This design comes from an exercise in tuning for small area on the open sky130 flow, not from production work.
The RTL was checked by simulation tests, not by an equivalence proof against the original design.
Power figures rest on the tool's default switching activity, not on a simulated workload.

File: flow/design.v
package rv32i_pkg;
    typedef enum logic [6:0] {
        LUI     = 7'b0110111,
        AUIPC   = 7'b0010111,
        JAL     = 7'b1101111,
        B       = 7'b1100011,
        LW      = 7'b0000011,
        JALR    = 7'b1100111,
        I       = 7'b0010011,
        SW      = 7'b0100011,
        R       = 7'b0110011,
        SYSTEM  = 7'b1110011
    } rv32i_opcode;
    typedef enum logic [5:0] {
        ADD,
        SUB,
        SLL,
        SLT,
        SLTU,
        XOR,
        SRL,
        SRA,
        OR,
        AND,
        ADDI,
        SLTI,
        SLTIU,
        XORI,
        ORI,
        ANDI,
        BYPASS,
        ALU_JALR,
        NOP,
        INVALID
    } alu_ops;
endpackage
module morv_top (
    input logic clk,
    input logic rst_n,
    output logic [31:0] address,
    output logic [31:0] wdata,
    output logic write,
    output logic [3:0] wstrb,
    input logic [31:0] rdata,
    input logic ready,
    output logic exception
);
    parameter [31:0] RESET_VECTOR = 32'b0;
    logic [31:0] pc;
    logic [31:0] ir;
    logic mem_access_en;
    logic [31:0] alu_result;
    assign address = mem_access_en ? alu_result : pc;
    logic [31:0] next_pc;
    always_ff @(posedge clk) begin
        if (!rst_n)
            pc <= RESET_VECTOR;
        else
            pc <= next_pc;
    end
    always_ff @(posedge clk) begin
        ir <= ready ? rdata : ir;
    end
    wire [6:0] opcode = ir[6:0];
    wire [4:0] rd = ir[11:7];
    wire [2:0] funct3 = ir[14:12];
    wire [4:0] rs1 = ir[19:15];
    wire [4:0] rs2 = ir[24:20];
    wire [6:0] funct7 = ir[31:25];
    logic [31:0] imm;
    always_comb begin
        imm = 0;
        case (opcode)
            rv32i_pkg::LUI,
            rv32i_pkg::AUIPC:
                imm = {ir[31:12], 12'b0};
            rv32i_pkg::JAL: begin
                imm[31:21] = {11{ir[31]}};
                imm[20] = ir[31];
                imm[19:12] = ir[19:12];
                imm[11] = ir[20];
                imm[10:1] = ir[30:21];
                imm[0] = 1'b0;
            end
            rv32i_pkg::JALR,
            rv32i_pkg::LW,
            rv32i_pkg::I:
                imm = {{20{ir[31]}}, ir[31:20]};
            rv32i_pkg::B: begin
                imm[31:13] = {20{ir[31]}};
                imm[12] = ir[31];
                imm[11] = ir[7];
                imm[10:5] = ir[30:25];
                imm[4:1] = ir[11:8];
                imm[0] = 1'b0;
            end
            rv32i_pkg::SW: begin
                imm[31:12] = {20{ir[31]}};
                imm[11:5] = ir[31:25];
                imm[4:0] = ir[11:7];
            end
            default: imm = 0;
        endcase
    end
    logic [31:0] xreg [0:31];
    wire [31:0] rs1_data;
    assign rs1_data = rs1 == 5'b0 ? 32'b0 : xreg[rs1];
    wire [31:0] rs2_data;
    assign rs2_data = rs2 == 5'b0 ? 32'b0 : xreg[rs2];
    logic [31:0] xreg_wdata;
    logic [4:0] xreg_rd;
    logic xreg_wren;
    always_ff @(posedge clk) begin
        if (!rst_n)
            for (int i = 0; i < 32; i++) begin
                xreg[i] <= 32'b0;
            end
        else if (rst_n && xreg_wren && (xreg_rd != 5'b0))
            xreg[xreg_rd] <= xreg_wdata;
    end
    wire [31:0] alu_a;
    logic alu_a_sel;
    assign alu_a = alu_a_sel ? rs1_data : pc;
    wire [31:0] alu_b;
    logic alu_b_sel;
    assign alu_b = alu_b_sel ? rs2_data : imm;
    rv32i_pkg::alu_ops alu_op;
    always_comb begin
        alu_a_sel = 0;
        alu_b_sel = 0;
        alu_op = rv32i_pkg::INVALID;
        case (opcode)
            rv32i_pkg::R: begin
                alu_a_sel = 1;
                alu_b_sel = 1;
                case (funct3)
                    3'b000: begin
                        case (funct7)
                            7'b0: alu_op = rv32i_pkg::ADD;
                            7'b0100000: alu_op = rv32i_pkg::SUB;
                            default: alu_op = rv32i_pkg::INVALID;
                        endcase
                    end
                    3'b001: alu_op = rv32i_pkg::SLL;
                    3'b010: alu_op = rv32i_pkg::SLT;
                    3'b011: alu_op = rv32i_pkg::SLTU;
                    3'b100: alu_op = rv32i_pkg::XOR;
                    3'b101: begin
                        case (funct7)
                            7'b0: alu_op = rv32i_pkg::SRL;
                            7'b0100000: alu_op = rv32i_pkg::SRA;
                            default: alu_op = rv32i_pkg::INVALID;
                        endcase
                    end
                    3'b110: alu_op = rv32i_pkg::OR;
                    3'b111: alu_op = rv32i_pkg::AND;
                    default: alu_op = rv32i_pkg::INVALID;
                endcase
            end
            rv32i_pkg::I: begin
                alu_a_sel = 1;
                alu_b_sel = 0;
                case (funct3)
                    3'b000: alu_op = rv32i_pkg::ADDI;
                    3'b001: alu_op = rv32i_pkg::SLL;
                    3'b010: alu_op = rv32i_pkg::SLTI;
                    3'b011: alu_op = rv32i_pkg::SLTIU;
                    3'b100: alu_op = rv32i_pkg::XORI;
                    3'b101: begin
                        case (funct7)
                            7'b0: alu_op = rv32i_pkg::SRL;
                            7'b0100000: alu_op = rv32i_pkg::SRA;
                            default: alu_op = rv32i_pkg::INVALID;
                        endcase
                    end
                    3'b110: alu_op = rv32i_pkg::ORI;
                    3'b111: alu_op = rv32i_pkg::ANDI;
                    default: alu_op = rv32i_pkg::INVALID;
                endcase
            end
            rv32i_pkg::LW, rv32i_pkg::SW: begin
                alu_a_sel = 1;
                alu_b_sel = 0;
                alu_op = rv32i_pkg::ADD;
            end
            rv32i_pkg::AUIPC: begin
                alu_a_sel = 0;
                alu_b_sel = 0;
                alu_op = rv32i_pkg::ADD;
            end
            rv32i_pkg::JAL, rv32i_pkg::B: begin
                alu_a_sel = 0;
                alu_b_sel = 0;
                alu_op = rv32i_pkg::ADD;
            end
            rv32i_pkg::JALR: begin
                alu_a_sel = 1;
                alu_b_sel = 0;
                alu_op = rv32i_pkg::ALU_JALR;
            end
            rv32i_pkg::LUI: begin
                alu_a_sel = 0;
                alu_b_sel = 0;
                alu_op = rv32i_pkg::BYPASS;
            end
            rv32i_pkg::SYSTEM: begin
                alu_a_sel = 0;
                alu_b_sel = 0;
                case (funct3)
                    3'b000:  
                        case (imm[11:0])
                            12'h000: alu_op = rv32i_pkg::INVALID;  
                            12'h001: alu_op = rv32i_pkg::INVALID;  
                            default: alu_op = rv32i_pkg::INVALID;
                        endcase
                    3'b001: alu_op = rv32i_pkg::NOP;  
                    default: alu_op = rv32i_pkg::INVALID;
                endcase
            end
            default: begin
                alu_a_sel = 0;
                alu_b_sel = 0;
                alu_op = rv32i_pkg::INVALID;
            end
        endcase
    end
    always_comb begin
        alu_result = 0;
        case (alu_op)
            rv32i_pkg::ADD, rv32i_pkg::ADDI: alu_result = alu_a + alu_b;
            rv32i_pkg::SUB: alu_result = alu_a - alu_b;
            rv32i_pkg::SLL: alu_result = alu_a << alu_b;
            rv32i_pkg::SLT, rv32i_pkg::SLTI: alu_result = $signed(alu_a) < $signed(alu_b);
            rv32i_pkg::SLTU, rv32i_pkg::SLTIU: alu_result = alu_a < alu_b;
            rv32i_pkg::XOR, rv32i_pkg::XORI: alu_result = alu_a ^ alu_b;
            rv32i_pkg::SRL: alu_result = alu_a >> alu_b;
            rv32i_pkg::SRA: alu_result = alu_a >>> alu_b;
            rv32i_pkg::OR, rv32i_pkg::ORI: alu_result = alu_a | alu_b;
            rv32i_pkg::AND, rv32i_pkg::ANDI: alu_result = alu_a & alu_b;
            rv32i_pkg::ALU_JALR: alu_result = (alu_a + alu_b) & ~(32'b1);
            rv32i_pkg::BYPASS: alu_result = alu_b;
            rv32i_pkg::NOP: alu_result = 0;
            default: alu_result = 0;  
        endcase
    end
    assign exception = alu_op == rv32i_pkg::INVALID;
    always_comb begin
        xreg_wren = 0;
        xreg_rd = rd;
        xreg_wdata = 0;
        case (opcode)
            rv32i_pkg::R, rv32i_pkg::I: begin
                xreg_wren = 1;
                xreg_wdata = alu_result;
            end
            rv32i_pkg::LW: begin
                xreg_wren = 1;
                case (funct3)
                    3'b000: begin  
                        case (alu_result[1:0])
                            2'b00: xreg_wdata = {{24{rdata[7]}}, rdata[7:0]};
                            2'b01: xreg_wdata = {{24{rdata[15]}}, rdata[15:8]};
                            2'b10: xreg_wdata = {{24{rdata[23]}}, rdata[23:16]};
                            2'b11: xreg_wdata = {{24{rdata[31]}}, rdata[31:24]};
                        endcase
                    end
                    3'b001: begin  
                        case (alu_result[1:0])
                            2'b00: xreg_wdata = {{16{rdata[15]}}, rdata[15:0]};
                            2'b10: xreg_wdata = {{16{rdata[31]}}, rdata[31:16]};
                            default: xreg_wdata = 0;  
                        endcase
                    end
                    3'b010: xreg_wdata = rdata;  
                    3'b100: begin  
                        case (alu_result[1:0])
                            2'b00: xreg_wdata = {24'b0, rdata[7:0]};
                            2'b01: xreg_wdata = {24'b0, rdata[15:8]};
                            2'b10: xreg_wdata = {24'b0, rdata[23:16]};
                            2'b11: xreg_wdata = {24'b0, rdata[31:24]};
                        endcase
                    end
                    3'b101: begin  
                        case (alu_result[1:0])
                            2'b00: xreg_wdata = {16'b0, rdata[15:0]};
                            2'b10: xreg_wdata = {16'b0, rdata[31:16]};
                            default: xreg_wdata = 0;  
                        endcase
                    end
                    default: xreg_wdata = 0;
                endcase
            end
            rv32i_pkg::LUI: begin
                xreg_wren = 1;
                xreg_wdata = alu_result;
            end
            rv32i_pkg::AUIPC: begin
                xreg_wren = 1;
                xreg_wdata = alu_result;
            end
            rv32i_pkg::JAL, rv32i_pkg::JALR: begin
                xreg_wren = 1;
                xreg_wdata = pc + 4;
            end
            rv32i_pkg::B, rv32i_pkg::SW, rv32i_pkg::SYSTEM: xreg_wren = 0;
            default: xreg_wren = 0;
        endcase
    end
    always_comb begin
        mem_access_en = 0;
        write = 0;
        wdata = 0;
        wstrb = 0;
        case (opcode)
            rv32i_pkg::LW: begin
                mem_access_en = 1;
                write = 0;
                wdata = 0;  
                wstrb = 0;  
            end
            rv32i_pkg::SW: begin
                mem_access_en = 1;
                write = 1;
                wdata = rs2_data;
                case (funct3)
                    3'b000: wstrb = 4'b0001 << alu_result[1:0];  
                    3'b001: wstrb = 4'b0011 << alu_result[1:0];  
                    3'b010: wstrb = 4'b1111 << alu_result[1:0];  
                    default: wstrb = 4'b0000;
                endcase
            end
            default: begin
                mem_access_en = 0;
                write = 0;
                wdata = 0;  
                wstrb = 0;  
            end
        endcase
    end
    always_comb begin
        next_pc = pc + 4;
        case (opcode)
            rv32i_pkg::JAL, rv32i_pkg::JALR: next_pc = alu_result;
            rv32i_pkg::B: begin
                case (funct3)
                    3'b000: begin  
                        if (rs1_data == rs2_data)
                            next_pc = alu_result;
                        else
                            next_pc = pc + 4;
                    end
                    3'b001: begin  
                        if (rs1_data != rs2_data)
                            next_pc = alu_result;
                        else
                            next_pc = pc + 4;
                    end
                    3'b100: begin  
                        if ($signed(rs1_data) < $signed(rs2_data))
                            next_pc = alu_result;
                        else
                            next_pc = pc + 4;
                    end
                    3'b101: begin  
                        if ($signed(rs1_data) >= $signed(rs2_data))
                            next_pc = alu_result;
                        else
                            next_pc = pc + 4;
                    end
                    3'b110: begin  
                        if (rs1_data < rs2_data)
                            next_pc = alu_result;
                        else
                            next_pc = pc + 4;
                    end
                    3'b111: begin  
                        if (rs1_data >= rs2_data)
                            next_pc = alu_result;
                        else
                            next_pc = pc + 4;
                    end
                endcase
            end
            default: next_pc = pc + 4;
        endcase
    end
endmodule
File: flow/run.sh
#!/bin/bash
# synth_recipe.tcl (not shown) runs the flow's synth.tcl, then flattens the netlist and writes it again
# the make line also repeats each setting of config.mk as NAME=value (left out here)
make -C /OpenROAD-flow-scripts/flow DESIGN_CONFIG=/design/flow/config.mk WORK_HOME=/design/flow/orfs CLKGATE_MAP_FILE= SYNTH_SCRIPT=/design/flow/synth_recipe.tcl finish
File: flow/config.mk
export PLATFORM = sky130hd
export DESIGN_NAME = morv_top
export DESIGN_NICKNAME = morv_top
export VERILOG_FILES = /design/flow/design.v
export SDC_FILE = /design/flow/constraint.sdc
export NUM_CORES = 4
export LEC_CHECK = 0
export CAP_MARGIN = 20
export CORE_MARGIN = 2
export CORE_UTILIZATION = 40
export SLEW_MARGIN = 20
File: flow/constraint.sdc
create_clock -name core_clock -period 14.0 [get_ports {clk}]
set_input_delay 2.8000 -clock core_clock [delete_from_list [all_inputs] [get_ports {clk}]]
set_output_delay 2.8000 -clock core_clock [all_outputs]
set_load 0.01 [all_outputs]
==> run notes <==
1st-iter DRT viols approximately 9,600; initial antenna violation count 20; Max H-tree Level 3; RD Place Congestion about 1.0; fin nets 6,472; final setup TNS 0 ns; Max stage delay cell, worst path dfxtp_4; ys flop type edfxtp_1; Avg Inst Size Synth around 11 sq um; layout cell share with drive strength beyond 1 14.4%; CP top delay family compound AO/OA/AOI/OAI gates; CTS tree done; crit-path max cell delay between 0.9 and 1 ns; Net Sw Frac 31.3%; FF+latch count, synth 1,098; vias in the first global route 57,803; remaining antenna violation count after routing 0; number of synthesized flops with an enable pin about 1,100; critical path buffer and inverter count 2; max cap viols 0; CP Capture Type output pin; CTS clk-pin slew, worst paths around 0.060 ns; post-synthesis sequential area ratio between 40 and 50%; nature of the critical path startpoint flop; Clk pwr share between 30% and 40%; Die Footprint around 0.18 sq mm; Core Region 0.174 sq mm; final worst-path cycle share between 80 and 90%; Post-DP Area roughly 0.073 sq mm; port buffer count between 100 and 150; Num Clock Sinks between 1,000 and 1,500; Psw about 2.8 mW; Top Ports roughly 110; Int Pwr approximately 6.2 mW; # hold bufs at CTS 0; vias per cell 6.95; CP cell instances buf_4, mux4_2, mux2_2, a221o_1, nand3_1, o21ai_4, ha_1, nor2b_1, o21ai_0, a21boi_0, o221ai_1, a21oi_1, o211ai_1, a21oi_1, o41ai_2, a221oi_1, and3_1, o21ai_0, clkdlybuf4s50_1; critical path type reg -> out; Final Hold Vio Count 0; Critical Path AT slightly above 9 ns; Routed WL around 340 mm; Final min period between 10 and 15 ns; outcome no timing/DRC/antenna violations; Overall Global Routing Usage approximately 36%; Clock Tree Buf Depth 3; Comb power frac 20.9%; drt pass-1 iters 6; Cell variety after synth between 100 and 150; RSZ-0062 raised after global routing no; Peak Freq approximately 83 MHz; CTS root buffer clkbuf_16; die height roughly 420 um; leakage power around 27 nW; die span in x around 420 um; Initial Util about two fifths; Clock Skews 0.0614 ns; Post CTS Setup Buffer Count 0; Slew @ Worst Pin between 1 and 1.5 ns; Seq pwr share 42.9%; Mapped Area between 0.07 and 0.08 sq mm; first-pass GRT wire length approximately 460 mm; num rows ~150; Max FO, Critical Path 47; Area Growth Syn to Fin 10.5%; GRT overflow 0; fin. max-slew vios 0; commonest cells after routing, fill and taps aside edfxtp_1 (1,056), mux2i_1 (886), nor2_1 (722); hold crit path type reg -> reg; synth warn 1; share of synthesized flip-flops with an asynchronous set or reset 0%; Syn Inst Count 6,450; most common cell after layout, fill and taps aside edfxtp_1; drt wl/cell 38.4 um; post-CTS sizing 0; Worst Path Required 11.20 ns; Max IR drop VDD around 0.00012 V; largest net degree at the start of global routing 126; Vias between 60,000 and 70,000; dpl hpwl 215 mm; power per cell area 116 mW/mm^2; Clk Latency, worst-skew pair about 0.80 ns; Finished Cell Area around 0.077 sq mm; Worst slew margin just under 10%; Residual DRC 0; CTS buffer count ~120; Final setup viols 0
==> metrics by stage <==
step / worst slack [ns] / hold slack, ns / util (%) / total power, mW / std cells
detailed placement: 2.95 / 0.555 / 42.2 / 5.69 / 8509
floorplan: 5.39 / 0.460 / - / 4.94 / 6481
global route: 1.80 / 0.595 / 44.5 / 9.12 / 8735
finish: 1.91 / 0.569 / 44.5 / 8.96 / 8739
global placement: 2.98 / 0.560 / 42.2 / 5.68 / 8508
CTS: 2.14 / 0.568 / 44.4 / 8.86 / 8730
==> sequential cells by signal, summed over array words and instances (netlist names), named ones only <==
signal / count
pc: 32
ir: 32
xreg: 1024
==> power by group through the flow <==
stage          Clock (mW)  Sequential, mW  Combinational, mW
5_1_grt              3.35            3.85               1.91
4_1_cts              3.24            3.84               1.79
2_1_floorplan           0            3.83               1.11
3_3_place_gp            0            3.90               1.78
6_report             3.24            3.84               1.87
3_5_place_dp            0            3.90               1.78
==> final cells by class <==
type	instances	area, sq um
inverter	116	438
timing repair buffer	315	2710
clock inverter	81	806
clock buffer	140	3080
antenna	8	20.0
tap	2325	2910
sequential	1098	32600
multi-input combinational	4656	34900
fill	16235	96600
==> tightest hold or removal path, cell delays in order (launching register included) <==
cell      delay [ns]
dfxtp_1         0.34
inv_1           0.10
a211oi_1        0.08
==> worst paths after layout <==
kind,startpoint,end,slack (ns),depth (start not counted)
max,flop,address[0],1.91,19
min,pc[0],pc[0],0.57,2
max reg2reg,flop,xreg[7][13],3.96,21
min reg2reg,pc[0],pc[0],0.57,2
==> cells by family after synthesis <==
kind of cell | after synthesis | share of synthesized area, %
simple gates | 1642 | 10.6
fa+ha+maj | 131 | 2.36
compound gates | 1686 | 15.9
flops | 1098 | 46.5
buf+inv | 727 | 4.78
xor+xnor | 38 | 0.475
other cells | 1 | 0.00535
mux | 1127 | 19.4
==> metal layers <==
| layer | share of wire [%] | wire length [um] | global-route usage [%] |
|---|---|---|---|
| met1 | 35 | 119000 | 45.2 |
| met2 | 43 | 145000 | 54.6 |
| met3 | 13 | 43200 | 9.78 |
| met4 | 8.5 | 28400 | 25.8 |
| met5 | 0.024 | 79 | 0.108 |
==> cells in the mapped netlist, types with 30 or more instances <==
cell	count	area share [%]
nor4_1	40	0.36
a22o_1	43	0.54
clkbuf_1	315	1.7
mux2_2	63	1.0
a21oi_1	671	4.8
buf_4	60	0.64
and2_1	42	0.38
nand2b_1	30	0.27
mux4_2	178	5.7
buf_1	41	0.22
nor2b_1	62	0.55
a211oi_1	67	0.72
nand2_1	367	2.0
o22ai_1	51	0.46
dfxtp_1	42	1.2
a21o_1	41	0.44
a221oi_1	40	0.50
nor3_1	50	0.36
nand3_1	93	0.66
buf_2	171	1.2
mux2i_1	886	13
nor2_2	90	0.80
ha_1	129	2.3
nor2_1	733	3.9
edfxtp_1	1056	45
a22oi_1	318	3.4
o221ai_1	31	0.39
o21ai_0	134	0.96
inv_1	109	0.58

-- port drivers added, routing unchanged --
The flow's constraints put no driver on any port. The routed layout listed below was extracted and timed again, unchanged, in two steps.
Step 1: set_driving_cell puts a clkbuf_16 on clk and a buf_2 on each other input, an assumption about the parent block.
Step 2 times the ports against the registers' clock, not the clock port: input delays grow and output delays shrink by t, the midpoint of the rising clock arrivals with the driver on.
Three values: ideal ports, drivers, drivers and shift; two values: the first two.
t (ns): 0.849
slack for setup (ns): 1.906 / 1.826 / 2.675
clock arrival spread, ns: 0.061 / 0.061
After both steps setup and hold are still met in this run. The setup slack of this run moves by -0.080 ns with the drivers and by +0.769 ns with both steps.
